Source: an optimization exercise on an open RTL-to-GDS flow (aim: small area, a short achievable clock period and few clock cycles). Production flows keep margins and buffers that such runs may drop. The RTL was checked by simulation tests, not by an equivalence proof against the original design. Power figures rest on the tool's default switching activity, not on a simulated workload.

`config.mk`:
```
export PLATFORM = sky130hd
export DESIGN_NAME = l1_dcache
export DESIGN_NICKNAME = l1_dcache
export VERILOG_FILES = /design/flow/design.v
export SDC_FILE = /design/flow/constraint.sdc
export NUM_CORES = 4
export LEC_CHECK = 0
export CAP_MARGIN = 20
export CORE_MARGIN = 2
export CORE_UTILIZATION = 60
export SETUP_SLACK_MARGIN = 3
export SLEW_MARGIN = 20
```
`constraint.sdc`:
```
create_clock -name core_clock -period 8.0 [get_ports {clock}]
set_input_delay 1.6000 -clock core_clock [delete_from_list [all_inputs] [get_ports {clock}]]
set_output_delay 1.6000 -clock core_clock [all_outputs]
set_load 0.01 [all_outputs]
```
`design.v`:
```
module l1_dcache(input clock,
                 input reset,
                 input ren,
                 input wen,
                 input [(($clog2(((64)*((4)*(4)))))-1):0] addr,
                 input [((4)-1):0] byteSelectVector,
                 input [(((4)*8)-1):0] din,
                 output stall,
                 output [(((4)*8)-1):0] dout,
                 output memRen,
                 output memWen,
                 output [(($clog2((64)))-1):0] memBlockAddr,
                 output [((((4)*(4))*8)-1):0] memDin,
                 input memReadReady,
                 input memWriteDone,
                 input [((((4)*(4))*8)-1):0] memDout);
    localparam IDLE = 2'd0, WB = 2'd1, RD = 2'd2;
    reg [127:0] data0 [0:3];
    reg [127:0] data1 [0:3];
    reg [3:0]   tag0  [0:3];
    reg [3:0]   tag1  [0:3];
    reg [3:0]   valid0, valid1;
    reg [3:0]   dirty0, dirty1;
    reg [3:0]   mru;             
    reg [1:0]   state;
    wire [1:0] set  = addr[5:4];
    wire [3:0] tg   = addr[9:6];
    wire [1:0] word = addr[3:2];
    wire [3:0] sdec = {set == 2'd3, set == 2'd2, set == 2'd1, set == 2'd0};
    wire [3:0] wdec = {word == 2'd3, word == 2'd2, word == 2'd1, word == 2'd0};
    wire req = ren ^ wen;
    wire wr  = wen & ~ren;
    wire [3:0] eq0, eq1;
    wire [3:0] svw, sdirty;
    wire [3:0] stag [0:3];
    genvar g;
    generate
        for (g = 0; g < 4; g = g + 1) begin : perset
            assign eq0[g] = valid0[g] & (tag0[g] == tg);
            assign eq1[g] = valid1[g] & (tag1[g] == tg);
            assign svw[g] = valid0[g] & (~valid1[g] | ~mru[g]);
            assign sdirty[g] = svw[g] ? (valid1[g] & dirty1[g]) : (valid0[g] & dirty0[g]);
            assign stag[g] = svw[g] ? tag1[g] : tag0[g];
        end
    endgenerate
    wire m0 = |(eq0 & sdec);
    wire m1 = |(eq1 & sdec);
    wire hit = m0 | m1;
    wire vw = |(svw & sdec);
    wire vdirty = |(sdirty & sdec);
    wire [3:0] vtag = ({4{sdec[0]}} & stag[0]) | ({4{sdec[1]}} & stag[1]) |
                      ({4{sdec[2]}} & stag[2]) | ({4{sdec[3]}} & stag[3]);
    wire [127:0] blk0 = ({128{sdec[0]}} & data0[0]) | ({128{sdec[1]}} & data0[1]) |
                        ({128{sdec[2]}} & data0[2]) | ({128{sdec[3]}} & data0[3]);
    wire [127:0] blk1 = ({128{sdec[0]}} & data1[0]) | ({128{sdec[1]}} & data1[1]) |
                        ({128{sdec[2]}} & data1[2]) | ({128{sdec[3]}} & data1[3]);
    wire [31:0] w0 = ({32{wdec[0]}} & blk0[31:0])  | ({32{wdec[1]}} & blk0[63:32]) |
                     ({32{wdec[2]}} & blk0[95:64]) | ({32{wdec[3]}} & blk0[127:96]);
    wire [31:0] w1 = ({32{wdec[0]}} & blk1[31:0])  | ({32{wdec[1]}} & blk1[63:32]) |
                     ({32{wdec[2]}} & blk1[95:64]) | ({32{wdec[3]}} & blk1[127:96]);
    wire [31:0] memword = ({32{wdec[0]}} & memDout[31:0])  | ({32{wdec[1]}} & memDout[63:32]) |
                          ({32{wdec[2]}} & memDout[95:64]) | ({32{wdec[3]}} & memDout[127:96]);
    wire [31:0] hitword = ({32{m0}} & w0) | ({32{m1}} & w1);
    wire idle = (state == IDLE);
    wire inwb = (state == WB);
    wire inrd = (state == RD);
    wire miss = idle & req & ~hit;
    wire fill = inrd & memReadReady;
    assign stall  = miss | inwb | (inrd & ~memReadReady);
    assign memWen = (miss & vdirty) | inwb;
    assign memRen = (miss & ~vdirty) | inrd;
    assign memBlockAddr = (~inrd & vdirty) ? {vtag, set} : addr[9:4];
    assign memDin = vw ? blk1 : blk0;
    assign dout   = inrd ? memword : hitword;
    wire [15:0] bsel;
    wire [127:0] wdata;
    generate
        for (g = 0; g < 16; g = g + 1) begin : bytes
            assign bsel[g] = wr & wdec[g / 4] & byteSelectVector[g % 4];
            assign wdata[g*8 +: 8] = bsel[g] ? din[(g%4)*8 +: 8] : memDout[g*8 +: 8];
        end
    endgenerate
    wire whit = idle & wr;
    wire [3:0] fill0 = {4{fill & ~vw}} & sdec;
    wire [3:0] fill1 = {4{fill &  vw}} & sdec;
    wire [3:0] wh0 = {4{whit & m0}} & sdec;
    wire [3:0] wh1 = {4{whit & m1}} & sdec;
    integer s, k;
    always @(posedge clock) begin
        for (s = 0; s < 4; s = s + 1) begin
            for (k = 0; k < 16; k = k + 1) begin
                if (fill0[s] | (wh0[s] & bsel[k])) data0[s][k*8 +: 8] <= wdata[k*8 +: 8];
                if (fill1[s] | (wh1[s] & bsel[k])) data1[s][k*8 +: 8] <= wdata[k*8 +: 8];
            end
            if (fill0[s]) begin tag0[s] <= tg; dirty0[s] <= wr; end
            else if (wh0[s]) dirty0[s] <= 1'b1;
            if (fill1[s]) begin tag1[s] <= tg; dirty1[s] <= wr; end
            else if (wh1[s]) dirty1[s] <= 1'b1;
            if (sdec[s] & fill) mru[s] <= vw;
            else if (sdec[s] & idle & req & hit) mru[s] <= m1;
        end
    end
    always @(posedge clock or negedge reset) begin
        if (!reset) begin
            valid0 <= 4'b0;
            valid1 <= 4'b0;
            state <= IDLE;
        end else begin
            valid0 <= valid0 | fill0;
            valid1 <= valid1 | fill1;
            case (state)
                IDLE: if (miss) state <= vdirty ? WB : RD;
                WB:   if (memWriteDone) state <= RD;
                RD:   if (memReadReady) state <= IDLE;
                default: state <= IDLE;
            endcase
        end
    end
endmodule
```
`flow/run.sh`:
```
#!/bin/bash
# The standard layout, with plain buffers (not delay buffers) on the ports.
set -euo pipefail
export BUFFER_PORTS_ARGS="-buffer_cell sky130_fd_sc_hd__buf_2"
bash standard.sh > standard_flow.log 2>&1
```
`standard.sh`:
```
#!/bin/bash
# synth_recipe.tcl (not shown) runs the flow's synth.tcl, then flattens the netlist and writes it again
# the make line also repeats each setting of config.mk as NAME=value (left out here)
make -C /OpenROAD-flow-scripts/flow DESIGN_CONFIG=/design/flow/config.mk WORK_HOME=/design/flow/orfs CLKGATE_MAP_FILE= SYNTH_SCRIPT=/design/flow/synth_recipe.tcl "${@:-finish}"
```
==> results by group, run 1 <==
Synth
  • Post-Syn Nets: 2621
  • Synth async-reset ratio: less than 1%
  • Number of synthesized flops with an enable pin: 1068
  • Synth Area in Compound Gates: 5.14%
  • Dominant synthesized flop cell: edfxtp_1
  • Mux cell area share after synthesis: 20.7%
  • Yosys cell types: 55
  • Mapped cell area: 46900 µm²
  • Post-Synth XOR/XNOR Area: 0.598%
  • Seq cells post-synth: 1078
  • Synthesized-area fraction occupied by adder cells: less than 1%
  • Post-Synthesis Cells: approximately 2400
  • Seq/Total Area, Yosys: 68.9%
  • Combinational family with the most area after synthesis: multiplexers
  • Avg Inst Size Synth: 19.2 µm²
  • YS warnings: 5
  • Simple-gate area share of the yosys netlist: 2.21%

STA
  • FMAX: 190 MHz
  • RSZ-0062 raised after global routing: true
  • Setup TNS: 0 ns
  • Rel. slew slack: 17.2%
  • Final setup viols: 0
  • Tcrit/Tclk final: 65.7%
  • Setup WS post-layout: 2.74 ns
  • Worst clock skew: 0.0363 ns
  • Fin. Hold Viols: 0
  • Final Critical Period: 5.26 ns
  • Slew @ Worst Pin: 1.24 ns
  • Max-slew violations: 0

Placed design
  • Pre-CTS setup slack: 1.48 ns
  • Placer Congestion: between 0.8 and 0.9
  • IO buf count: 346
  • DP Wirelength: roughly 86 mm

Cells and area
  • Share of cells above drive strength 1: 48.8%
  • Syn-to-layout area delta: 23.5%
  • Final-stage net count: 3136

Clocking
  • Clock Sinks: 1078
  • CTS tree: yes
  • Htree depth: 3
  • Cts hold-fix bufs: 0
  • Clk slew on worst S/H paths: ~0.060 ns
  • Root buf cell: clkbuf_16
  • Max clock buf depth: 3
  • Skew-Pair Late Insertion Delay: 0.69 ns
  • CTS buffer count: between 100 and 150

Power
  • P_sw: 3.86 mW
  • Int Pwr: 10.4 mW
  • Cell leakage power: 19.7 nW
  • Sequential fraction of design power: 44.2%
  • PwrDens: 247 nW/µm²
  • Combinational cell fraction of total power: about 22%
  • Peak VDD IR: approximately 280 µV
  • Switching share of power: roughly 27%
  • Clk network pwr share: between 30% and 40%

Critical path
  • Worst Path Buf+Inv: 6
  • FF-to-FF End: data1[0][79]
  • Crit-path cells: buf_16, xor2_4, nor4_4, a22oi_2, buf_4, o211ai_4, buf_12, buf_12, buf_12, a221oi_4, nor2_2, buf_2
  • Reg2reg setup slack: between 3 and 4 ns
  • CP Class: in -> out
  • Cell family with most CP delay: buffers and inverters
  • CP startpoint kind: input port
  • Worst path arrival time: 3.66 ns
  • CP Max Fanout: 14
  • CP endpoint kind: output pin
  • Reg2reg path depth: 8
  • R2R Path Start: state[1]
  • CP max stage cell: nor4_4
  • CP peak stage delay: 0.41 ns
  • CP Data Required Time: 6.40 ns
  • Critical Path Most Common Cell: buf_12

Die
  • # IOs: 349
  • Core footprint: just under 80000 µm²
  • DIE HEIGHT: 284 µm
  • Starting Density: 60.5%
  • Area of the die: 80400 µm²
  • Die width: 284 µm
  • Num rows: roughly 100

Detailed routing
  • Drt drc: 0
  • Routed WL per cell: 37.3 µm
  • Iteration-0 DRC count of the detailed router: around 4200
  • Vias per cell: 7.04
  • Via count: 28786
  • Wl on met1: between 50 and 60 mm
  • Top Metal Used: met5
  • Met2 WL: 70.4 mm
  • DRT Pass-1 Iters: 6
  • Post-Route WL: 152 mm
  • Post-DRT Antenna Nets: 0
  • Metal3 WL: 19.2 mm

Flow run
  • Maxcap violations: 0

Global route
  • Global-route wire length before repair: approximately 210 mm
  • Pin count of the biggest net entering global routing: 53
  • Vias in the first global route: around 28000
  • GRT Total Usage: 36.6%
  • Total grt overflow: 0
  • Antenna violations before repair: 5

Worst hold path
  • Startpoint of the worst hold path: valid0[0]
  • Worst hold endpoint: valid0[0]
  • Hold depth: 1
  • Worst min path class: reg -> reg

Status
  • Result of the run: no timing/DRC/antenna violations
power groups by stage:
stage	combinational, mW	clock, mW	sequential (mW)
floorplan	1.27	0	6.41
global placement	2.10	0	6.43
detailed placement	2.12	0	6.43
CTS	2.82	4.91	6.31
global route	3.15	5.14	6.32
finish	3.08	4.90	6.32
cells in the final DEF, fill, tap and decap left out, types with 8 or more instances in the layout:
master / n
edfxtp_1: 1068
bufbuf_16: 8
nand2b_1: 13
bufinv_16: 9
clkbuf_16: 124
nand2_1: 72
a22oi_2: 69
xor2_1: 18
inv_2: 10
dfrtp_1: 10
inv_1: 8
mux4_2: 286
a22oi_1: 60
buf_4: 112
mux2_2: 201
clkbuf_1: 23
clkinvlp_4: 9
clkinv_2: 11
clkinv_1: 29
a221oi_2: 27
xnor2_1: 8
mux2_4: 58
buf_12: 48
buf_16: 49
a21oi_1: 94
nor2_1: 66
a21oi_2: 43
buf_6: 98
nand3_1: 20
mux2i_1: 17
buf_2: 249
metrics by stage:
step,hold WS (ns),power (mW),utilization (%),instances,cell area (µm²)
floorplan,0.439,7.68,-,2440,46900
global placement,0.462,8.53,63.8,3691,49400
detailed placement,0.465,8.55,63.8,3693,49400
CTS,0.483,14.0,72.6,4018,56300
global route,0.500,14.6,74.7,4089,57900
finish,0.498,14.3,74.7,4089,57900
what timing repair did:
item | CTS | global route
setup endpoints to repair | 683 | 167
pin swaps | 41 | 60
gates cloned | 48 | 21
buffers inserted | 77 | 45
gates resized for setup | 284 | 135
final cells by class:
type / instances / area, µm²
flip-flops and latches: 1078 / 32300
clock inverters: 70 / 633
inverters: 18 / 67.6
multi-input cells: 1166 / 14600
fillers: 4653 / 19600
diodes: 3 / 7.51
repair buffers: 584 / 6220
well taps: 1040 / 1300
clock buffers: 130 / 2760
state kept, by name, indices dropped and copies added (netlist names):
| name | cells |
|---|---|
| dirty1 | 4 |
| valid1 | 4 |
| data0 | 512 |
| data1 | 512 |
| state | 2 |
| dirty0 | 4 |
| valid0 | 4 |
| tag0 | 16 |
| tag1 | 16 |
| mru | 4 |
synthesized netlist by cell type, drive strengths merged, types with 2 or more instances:
master | instances | area [µm²]
a31oi | 4 | 76.3
nand4 | 6 | 37.5
nand3b | 3 | 22.5
nor2 | 71 | 267
nor3 | 7 | 35.0
xnor2 | 8 | 70.1
a22oi | 129 | 968
mux4 | 292 | 6620
nand2 | 76 | 285
and2 | 6 | 37.5
nor2b | 4 | 25.0
a221oi | 32 | 349
or2 | 6 | 37.5
dfrtp | 10 | 250
o31a | 5 | 43.8
o21ai | 10 | 50.1
nor4 | 3 | 18.8
nand2b | 13 | 81.3
edfxtp | 1068 | 32100
nand3 | 20 | 100
a21oi | 138 | 826
buf | 120 | 792
inv | 18 | 67.6
clkbuf | 68 | 255
mux2i | 17 | 170
mux2 | 259 | 2920
or3 | 5 | 31.3
xor2 | 24 | 210
and3 | 2 | 12.5
how the worst max path moves through the flow:
| stage | startpoint | to | slack [ns] | depth (start not counted) |
|---|---|---|---|---|
| final | addr[8] | dout[5] | 2.74 | 12 |
| after global routing | addr[4] | dout[12] | 2.72 | 10 |
| after CTS | addr[4] | dout[26] | 2.80 | 9 |
| after detailed placement | addr[4] | dout[8] | 1.48 | 8 |
| after global placement | addr[4] | dout[8] | 1.50 | 8 |
| after floorplan | addr[5] | dout[9] | 3.10 | 9 |
worst register-to-register path, cell delays in order (launching register included):
cell and delay (ns):
dfrtp_1 0.53, nor2b_4 0.25, buf_4 0.74, nand2_1 0.39
nor2_1 0.22, nand2_1 0.11, o31a_1 0.34, buf_4 0.36
a21oi_1 0.89
routing by layer:
layer | up-vias | track usage (%)
met2 | 2193 | 56.2
met4 | 2 | 12.5
met1 | 14945 | 52.6
met5 | - | 0
li1 | 11247 | -
met3 | 399 | 8.63
cells by family (layout without fill, tap and decap cells):
| logic type | Yosys count | after routing |
|---|---|---|
| adder cells (fa/ha/maj) | 1 | 1 |
| XOR/XNOR | 32 | 32 |
| flip-flops | 1078 | 1078 |
| buffers and inverters | 206 | 802 |
| AO/OA/AOI/OAI | 328 | 334 |
| other | 0 | 3 |
| multiplexers | 568 | 568 |
| AND/OR/NAND/NOR | 227 | 231 |
Testbench counts, summed over its fixed seeds: cycles 60,857.
==> inputs of run 2 (changes only) <==
--- a/design.v
+++ b/design.v
@@ -60,7 +60,6 @@
                      ({32{wdec[2]}} & blk1[95:64]) | ({32{wdec[3]}} & blk1[127:96]);
     wire [31:0] memword = ({32{wdec[0]}} & memDout[31:0])  | ({32{wdec[1]}} & memDout[63:32]) |
                           ({32{wdec[2]}} & memDout[95:64]) | ({32{wdec[3]}} & memDout[127:96]);
-    wire [31:0] hitword = ({32{m0}} & w0) | ({32{m1}} & w1);
     wire idle = (state == IDLE);
     wire inwb = (state == WB);
     wire inrd = (state == RD);
@@ -71,7 +70,7 @@
     assign memRen = (miss & ~vdirty) | inrd;
     assign memBlockAddr = (~inrd & vdirty) ? {vtag, set} : addr[9:4];
     assign memDin = vw ? blk1 : blk0;
-    assign dout   = inrd ? memword : hitword;
+    assign dout   = ({32{m0}} & w0) | ({32{m1}} & w1) | ({32{inrd}} & memword);
     wire [15:0] bsel;
     wire [127:0] wdata;
     generate
==> flow/run.sh (replaced) <==
#!/bin/bash
# The standard layout, with plain buffers (not delay buffers) on the ports.
set -euo pipefail
export BUFFER_PORTS_ARGS="-buffer_cell sky130_fd_sc_hd__buf_1"
bash standard.sh > standard_flow.log 2>&1
--- a/config.mk
+++ b/config.mk
@@ -10,3 +10,4 @@
 export CORE_UTILIZATION = 60
 export SETUP_SLACK_MARGIN = 3
 export SLEW_MARGIN = 20
+export TNS_END_PERCENT = 0
==> run 2 against run 1 <==
Critical endpoint is now dout[9]. Highest routed layer unchanged. Via count is 0.44% lower. Global-route usage grew 5.0 points. Sequential share of layout area up 3.0 points. Critical path type unchanged. Worst hold slack improved by 0.039 ns. Fmax increased by 0.76%. Register-to-register slack better by 0.21 ns. First-iteration DRC count increased by 6.0%. Sequential power is 4.1% higher. Critical path depth decreased by 4. Clock-buffer cell count shrank 5. Wire length up 8.1%. Combinational power decreased by 15%. Largest cell class unchanged.
==> results by group, run 2 <==
Clocking
  • Skew-Pair Late Insertion Delay: 0.68 ns (about the same)
  • CTS buffer count: 106 (-0.93%)
  • Root buf cell: clkbuf_16
  • Htree depth: 3 (unchanged)
  • Clk slew on worst S/H paths: 0.06 ns (about the same)
  • Cts hold-fix bufs: 0 (unchanged)
  • CTS tree: yes
  • Clock Sinks: 1078 (unchanged)
  • Max clock buf depth: 3 (unchanged)

Cells and area
  • Syn-to-layout area delta: 19.0%
  • Largest registers: data0: 512 flops, data1: 512 flops
  • Leading cell type in the layout, fill and taps excluded: edfxtp_1
  • Final core occ: 72.2% (-2.6 points)
  • Register area: 32300 µm² (unchanged)
  • # fillers: 4750 (+2.1%)
  • Share of cells above drive strength 1: 35.8% (-13 points)
  • Most frequent cells in the layout: edfxtp_1 (1068), buf_1 (321), mux4_2 (293), mux2_2 (260), buf_4 (194)
  • Multi-input logic area: 13400 µm² (-8.0%)
  • Final-stage net count: 3074 (-2.0%)

Power
  • Sequential fraction of design power: 46.1% (+1.9 points)
  • Int Pwr: 10.4 mW (-0.77%)
  • Power, Total: 14.3 mW (-0.15%)
  • Cell leakage power: 18.0 nW (-8.8%)
  • PwrDens: 260 nW/µm² (+5.3%)
  • Switching share of power: 27.4% (+0.46 points)
  • P_sw: 3.92 mW (+1.6%)
  • Peak VDD IR: 208 µV (-25%)
  • Combinational cell fraction of total power: 18.4% (-3.2 points)
  • Clk network pwr share: 35.5% (+1.3 points)

Detailed routing
  • Drt drc: 0 (unchanged)
  • DRT Pass-1 Iters: 5 (-1)
  • Iteration-0 DRC count of the detailed router: 4419 (+6.0%)
  • Routed WL per cell: 40.8 µm (+9.4%)
  • Via count: 28658 (-0.44%)
  • Post-Route WL: 165 mm (+8.1%)
  • Post-DRT Antenna Nets: 0 (unchanged)
  • Vias per cell: 7.09 (+0.74%)

Critical path
  • Worst Path Buf+Inv: 4 (-2)
  • Worst path arrival time: 3.62 ns (-0.04 ns)
  • Cell family with most CP delay: compound AO/OA/AOI/OAI gates
  • CP peak stage delay: 0.55 ns (+0.14 ns)
  • CP Max Fanout: 8 (-6)
  • CP max stage cell: mux4_2
  • CP Data Required Time: 6.40 ns (about the same)
  • CP Class: in -> out
  • Crit-path cells: clkbuf_16, buf_12, buf_16, mux4_2, a22oi_2, nand2_1, a221o_1, buf_1
  • CP startpoint kind: input port
  • CP endpoint kind: output pin

Placed design
  • IO buf count: 346 (unchanged)
  • DP Wirelength: 103 mm (+20%)
  • Pre-CTS setup slack: 1.57 ns (+0.0887 ns)
  • Placer Congestion: 1.02 (+14%)

Synth
  • Post-Syn Nets: 2542 (-3.0%)
  • YS warnings: 5 (unchanged)
  • Post-Synthesis Cells: 2361 (-3.2%)
  • Area contributors post-synth: edfxtp_1 (70%), mux4_2 (14%), mux2_2 (6.3%), a22oi_1 (1.8%), o21ai_0 (1.6%)
  • Top-area cell type share of the netlist area: 69.5% (+1.1 points)
  • Seq cells post-synth: 1078 (unchanged)
  • Top cell type by total area after synthesis: edfxtp_1
  • Top cell types by occurrence after synthesis: edfxtp_1 (1068), mux4_2 (293), mux2_2 (260), o21ai_0 (147), a22oi_1 (109)
  • Avg Inst Size Synth: 19.5 µm² (+1.7%)
  • Dominant synthesized flop cell: edfxtp_1
  • Synth async-reset ratio: 0.928% (unchanged)
  • Most frequent cell after synthesis: edfxtp_1
  • Yosys cell types: 42 (-24%)
  • Number of synthesized flops with an enable pin: 1068 (unchanged)
  • Seq/Total Area, Yosys: 70.0% (+1.1 points)
  • Mapped cell area: 46100 µm² (-1.6%)

Global route
  • Global-route wire length before repair: 220 mm (+6.3%)
  • Total grt overflow: 0 (unchanged)
  • Met2 Usage GRT: 63.9% (+7.7 points)
  • Antenna violations before repair: 44 (+39)
  • Vias in the first global route: 28027 (-0.086%)
  • Pin count of the biggest net entering global routing: 67 (+26%)
  • GRT busiest layer: met2
  • GRT Total Usage: 41.6% (+5.0 points)
  • Met3 GRT Util: 13.4% (+4.7 points)
  • Met1 usage: 51.2% (-1.3 points)

STA
  • Tcrit/Tclk final: 65.2% (-0.49 points)
  • Hold WS: 0.536 ns (+0.0386 ns)
  • Setup TNS: 0 ns (unchanged)
  • Final Critical Period: 5.22 ns (-0.0394 ns)
  • Setup WS post-layout: 2.78 ns (+0.0394 ns)
  • Final setup viols: 0 (unchanged)
  • Max-slew violations: 0 (unchanged)
  • FMAX: 192 MHz (+0.76%)
  • RSZ-0062 raised after global routing: true
  • Rel. slew slack: 22.1% (+4.9 points)
  • Slew @ Worst Pin: 1.16 ns (-0.0810 ns)
  • Fin. Hold Viols: 0 (unchanged)
  • Worst clock skew: 0.0247 ns (-0.0116 ns)

Die
  • Die width: 281 µm (-0.78%)
  • Starting Density: 60.7% (+0.14 points)
  • DIE HEIGHT: 281 µm (-0.78%)
  • # IOs: 349 (unchanged)
  • Num rows: 101 (-0.98%)
  • Core footprint: 76100 µm² (-1.8%)
  • Area of the die: 79100 µm² (-1.6%)

Status
  • Result of the run: no timing/DRC/antenna violations

Worst hold path
  • Worst min path class: reg -> reg

Flow run
  • Maxcap violations: 0 (unchanged)
==> run 2: cell count changes in the layout (fill, tap and decap cells not counted), moves of 27 or more <==
| cell | before | now |
|---|---|---|
| buf_1 | 0 | 321 |
| buf_2 | 249 | 7 |
| o21ai_0 | 6 | 120 |
| buf_6 | 98 | 8 |
| buf_4 | 112 | 194 |
| a21oi_1 | 94 | 21 |
| mux2_2 | 201 | 260 |
| mux2_4 | 58 | 0 |
| nor2_1 | 66 | 10 |
| a21oi_2 | 43 | 0 |
| a22oi_2 | 69 | 34 |
| buf_12 | 48 | 17 |
| a221oi_2 | 27 | 0 |
==> run 2: routing by layer <==
metal / wire length (µm) / vias to the layer above
met5: 207 / -
met4: 13200 / 30
met3: 22100 / 566
met2: 76100 / 2442
met1: 53200 / 14573
li1: - / 11047
==> run 2: cell families after synthesis <==
| group | count (synthesis) | synth area share (%) |
|---|---|---|
| flip-flops | 1078 | 70.0 |
| multiplexers | 569 | 21.0 |
| adder cells (fa/ha/maj) | 1 | 0.0271 |
| AND/OR/NAND/NOR | 153 | 1.62 |
| XOR/XNOR | 32 | 0.607 |
| AO/OA/AOI/OAI | 341 | 4.84 |
| buffers and inverters | 187 | 1.87 |
==> run 2: final cells by class <==
type,count,share of cell area (%)
Clock buffer,125,5.04
Inverter,10,0.0684
Clock inverter,74,1.42
Multi-Input combinational cell,1101,24.4
Sequential cell,1078,58.9
Antenna cell,27,0.123
Timing Repair Buffer,596,7.72
Tap cell,1030,2.35
==> run 2: power groups by stage <==
stage	registers [mW]	clock network (mW)	logic, mW
floorplan	6.66	0	1.30
finish	6.58	5.06	2.63
CTS	6.58	5.08	2.48
global route	6.60	5.29	2.66
detailed placement	6.69	0	2.28
global placement	6.67	0	2.26
==> run 2: stage by stage <==
stage                     std cells  cell area [µm²]
after global placement         3725            49400
final                          4041            54900
after floorplan                2361            46100
after CTS                      3986            54300
after global routing           4023            54900
after detailed placement       3725            49400
==> run 2: final timing paths <==
check | start | slack, ns | end | cells past startpoint
min reg2reg | valid1[1] | 0.54 | valid1[1] | 1
max | addr[4] | 2.78 | dout[9] | 8
min | valid1[1] | 0.54 | valid1[1] | 1
max in group asynchronous | reset | 6.73 | state[1] | 1
max reg2reg | state[1] | 4.01 | data0[0][82] | 6
min in group asynchronous | reset | 0.89 | valid0[1] | 1
==> run 2: what timing repair did <==
action                                 in CTS  in global routing
cloned                                     27                  8
buffers inserted                           35                 20
endpoints found under the hold margin       0                  0
setup endpoints to repair                 583                149
pin swaps                                   7                  9
resized for setup                         122                 50
Testbench counts of run 2, summed over its fixed seeds: cycles 60,857.
==> inputs of run 3 (changes only) <==
--- a/config.mk
+++ b/config.mk
@@ -8,6 +8,8 @@
 export CAP_MARGIN = 20
 export CORE_MARGIN = 2
 export CORE_UTILIZATION = 60
+export CTS_CLUSTER_DIAMETER = 60
+export CTS_CLUSTER_SIZE = 25
 export SETUP_SLACK_MARGIN = 3
 export SLEW_MARGIN = 20
 export TNS_END_PERCENT = 0
==> run 3 against run 2 <==
Critical path depth is 1 higher. Highest routed layer unchanged. Flip-flop and latch count did not move. Sequential share of layout area increased by 1.2 points. Global-route usage is 0.25 points lower. Clock power shrank 21%. Worst setup slack worse by 0.072 ns. Die area unchanged. Via count down 1.1%. Synthesized cell count is the same. Clock-buffer cell count down 48.
==> results by group, run 3 <==
STA
  • RSZ-0062 raised after global routing: true
  • Final Critical Period: 5.29 ns (+0.0716 ns)
  • Worst clock skew: 0.0216 ns (-0.00308 ns)
  • Rel. slew slack: 21.8% (-0.36 points)
  • Slew @ Worst Pin: 1.17 ns (+0.00533 ns)
  • Fin. Hold Viols: 0 (unchanged)
  • Tcrit/Tclk final: 66.1% (+0.89 points)
  • Hold WS: 0.547 ns (+0.0113 ns)
  • Max-slew violations: 0 (unchanged)
  • Final setup viols: 0 (unchanged)
  • FMAX: 189 MHz (-1.4%)
  • Setup TNS: 0 ns (unchanged)

Critical path
  • CP endpoint kind: output pin
  • Critical Path Start: addr[4]
  • CP peak stage delay: 0.55 ns (about the same)
  • CP Class: in -> out
  • Crit path to: dout[9]
  • Crit-path cells: clkbuf_16, buf_12, buf_12, buf_16, mux4_2, a22oi_2, nand2_1, a221o_2, buf_1
  • Reg2reg path depth: 6 (unchanged)
  • Critical Path Most Common Cell: buf_12
  • Worst path arrival time: 3.69 ns (+0.07 ns)
  • CP Data Required Time: 6.40 ns (about the same)
  • CP max stage cell: mux4_2
  • CP startpoint kind: input port
  • FF-to-FF End: data0[0][85]
  • R2R Path Start: state[1]
  • Reg2reg setup slack: 3.99 ns (-0.02 ns)
  • CP Max Fanout: 8 (unchanged)

Global route
  • Vias in the first global route: 27713 (-1.1%)
  • GRT Total Usage: 41.3% (-0.25 points)
  • Antenna violations before repair: 46 (+4.5%)
  • Pin count of the biggest net entering global routing: 67 (unchanged)
  • Total grt overflow: 0 (unchanged)
  • Global-route wire length before repair: 218 mm (-0.70%)

Cells and area
  • Syn-to-layout area delta: 16.7%
  • Leading cell type in the layout, fill and taps excluded: edfxtp_1
  • Most frequent cells in the layout: edfxtp_1 (1068), buf_1 (311), mux4_2 (293), mux2_2 (260), buf_4 (196)
  • Largest registers: data0: 512 flops, data1: 512 flops
  • Share of cells above drive strength 1: 35.9% (+0.047 points)
  • Final-stage net count: 3033 (-1.3%)

Synth
  • Top-area cell type share of the netlist area: 69.5% (unchanged)
  • Seq/Total Area, Yosys: 70.0% (unchanged)
  • Top cell types by occurrence after synthesis: edfxtp_1 (1068), mux4_2 (293), mux2_2 (260), o21ai_0 (147), a22oi_1 (109)
  • Synth async-reset ratio: 0.928% (unchanged)
  • Avg Inst Size Synth: 19.5 µm² (unchanged)
  • Area contributors post-synth: edfxtp_1 (70%), mux4_2 (14%), mux2_2 (6.3%), a22oi_1 (1.8%), o21ai_0 (1.6%)
  • Mapped cell area: 46100 µm² (unchanged)
  • Most frequent cell after synthesis: edfxtp_1
  • Top cell type by total area after synthesis: edfxtp_1
  • Number of synthesized flops with an enable pin: 1068 (unchanged)
  • Post-Syn Nets: 2542 (unchanged)
  • Post-Synthesis Cells: 2361 (unchanged)
  • Seq cells post-synth: 1078 (unchanged)
  • YS warnings: 5 (unchanged)
  • Yosys cell types: 42 (unchanged)
  • Dominant synthesized flop cell: edfxtp_1

Clocking
  • CTS tree: yes
  • Root buf cell: clkbuf_16
  • CTS buffer count: 68 (-36%)
  • Clk slew on worst S/H paths: 0.09 ns (+0.03 ns)
  • Skew-Pair Late Insertion Delay: 0.64 ns (-0.04 ns)
  • Cts hold-fix bufs: 0 (unchanged)
  • Max clock buf depth: 3 (unchanged)
  • Clock Sinks: 1078 (unchanged)
  • Htree depth: 3 (unchanged)

Flow run
  • Maxcap violations: 0 (unchanged)

Detailed routing
  • Drt drc: 0 (unchanged)
  • Post-DRT Antenna Nets: 0 (unchanged)
  • DRT Pass-1 Iters: 6 (+1)
  • Vias per cell: 7.17 (+1.0%)
  • Routed WL per cell: 40.8 µm (about the same)
  • Via count: 28335 (-1.1%)
  • Iteration-0 DRC count of the detailed router: 4364 (-1.2%)
  • Post-Route WL: 161 mm (-2.1%)

Placed design
  • DP Wirelength: 103 mm (unchanged)
  • IO buf count: 346 (unchanged)
  • Placer Congestion: 1.02 (unchanged)

Power
  • Int Pwr: 9.43 mW (-9.0%)
  • P_sw: 3.78 mW (-3.4%)
  • Combinational cell fraction of total power: 20.0% (+1.6 points)
  • Sequential fraction of design power: 49.8% (+3.7 points)
  • Switching share of power: 28.6% (+1.2 points)
  • Peak VDD IR: 216 µV (+3.8%)
  • PwrDens: 245 nW/µm² (-5.7%)
  • Cell leakage power: 17.5 nW (-2.9%)
  • Clk network pwr share: 30.2% (-5.3 points)

Die
  • DIE HEIGHT: 281 µm (unchanged)
  • Area of the die: 79100 µm² (unchanged)
  • # IOs: 349 (unchanged)
  • Die width: 281 µm (unchanged)
  • Starting Density: 60.7% (unchanged)
  • Num rows: 101 (unchanged)
  • Core footprint: 76100 µm² (unchanged)

Status
  • Result of the run: no timing/DRC/antenna violations

Worst hold path
  • Worst min path class: reg -> reg
-- run 3: cell counts after synthesis --
No cell type changed its count.
-- run 3: cells by family after synthesis --
group,share of synthesized area (%)
adders and majority gates,0.0271
xor gates and xnor gates,0.607
buffers and inverters,1.87
DFF,70.0
AOI/OAI and AO/OA,4.84
muxes,21.0
and+or+nand+nor,1.62
-- run 3: layout make-up --
cell class,instances,area (µm²)
multi-input cells,1101,13500
flip-flops and latches,1078,32300
inverters,10,37.5
diodes,22,55.1
clock inverters,43,654
repair buffers,593,4230
clock buffers,77,1780
well taps,1030,1290
fillers,4874,22200
-- run 3: power by group through the flow --
stage                     Sequential [mW]  Clock [mW]  Combinational, mW
final                                6.57        3.99               2.64
after global routing                 6.59        4.19               2.69
after CTS                            6.57        4.00               2.53
after detailed placement             6.69           0               2.28
after global placement               6.67           0               2.26
after floorplan                      6.66           0               1.30
-- run 3: layer usage --
layer,GRT usage [%],wire [µm]
met3,13.5,21200
met5,0,270
met1,51.3,53300
met2,62.8,74000
met4,27.7,12600
-- run 3: how the worst min path moves through the flow --
stage | start | endpoint | slack (ns) | cells after the start
floorplan | valid1[1] | valid1[1] | 0.48 | 1
global placement | valid1[1] | valid1[1] | 0.50 | 1
finish | valid1[2] | valid1[2] | 0.55 | 1
CTS | valid1[2] | valid1[2] | 0.53 | 1
detailed placement | valid1[2] | valid1[2] | 0.51 | 1
global route | valid1[0] | valid1[0] | 0.57 | 1
-- run 3: stage by stage --
step	total power, mW	instance area (µm²)	utilization [%]	setup WS [ns]	cells
floorplan	7.96	46100	-	3.08	2361
global placement	8.93	49400	64.9	1.62	3725
detailed placement	8.97	49400	64.9	1.57	3725
CTS	13.1	53700	70.5	2.80	3926
global route	13.5	53800	70.7	2.74	3942
finish	13.2	53800	70.8	2.71	3954
-- run 3: timing repair --
action | in CTS | in global routing
resized for setup | 178 | 18
buffers inserted | 52 | 5
pin swaps | 21 | 4
setup endpoints to repair | 586 | 167
hold endpoints to repair | 0 | 0
gates cloned | 29 | 1
-- run 3: worst max-delay path, delay by kind of cell --
family | cells | cell delay, ns
and+or+nand+nor | 1 | 0.10
muxes | 1 | 0.55
AOI/OAI and AO/OA | 2 | 0.67
buffers and inverters | 5 | 0.74

-- separate check: timing with driven ports --
No port has a modelled driver above. Below, the same layouts with a new extraction and two added sets of constraints.
Step 1: set_driving_cell puts a clkbuf_16 on clock and a buf_2 on each other input, an assumption about the parent block.
Step 2 times the ports against the registers' clock, not the clock port: input delays grow and output delays shrink by t, the midpoint of the rising clock arrivals with the driver on.
Slacks: no drivers / after step 1 / after step 2; pairs: no drivers / after step 1.
run | t (ns) | setup WS [ns] | worst register clock-pin slew, ns | worst slew at a driven data input, ns
run 1 | 0.741 | 2.744 / 2.321 / 2.321 | 0.07 / 0.07 | 0.47
run 2 | 0.738 | 2.783 / 2.516 / 2.516 | 0.07 / 0.07 | 0.27
run 3 | 0.700 | 2.711 / 2.493 / 2.493 | 0.10 / 0.10 | 0.32
After both steps every run listed still meets setup and hold. For run 1, which loses most, drivers alone change the setup slack by -0.423 ns; drivers and shift together by -0.423 ns.
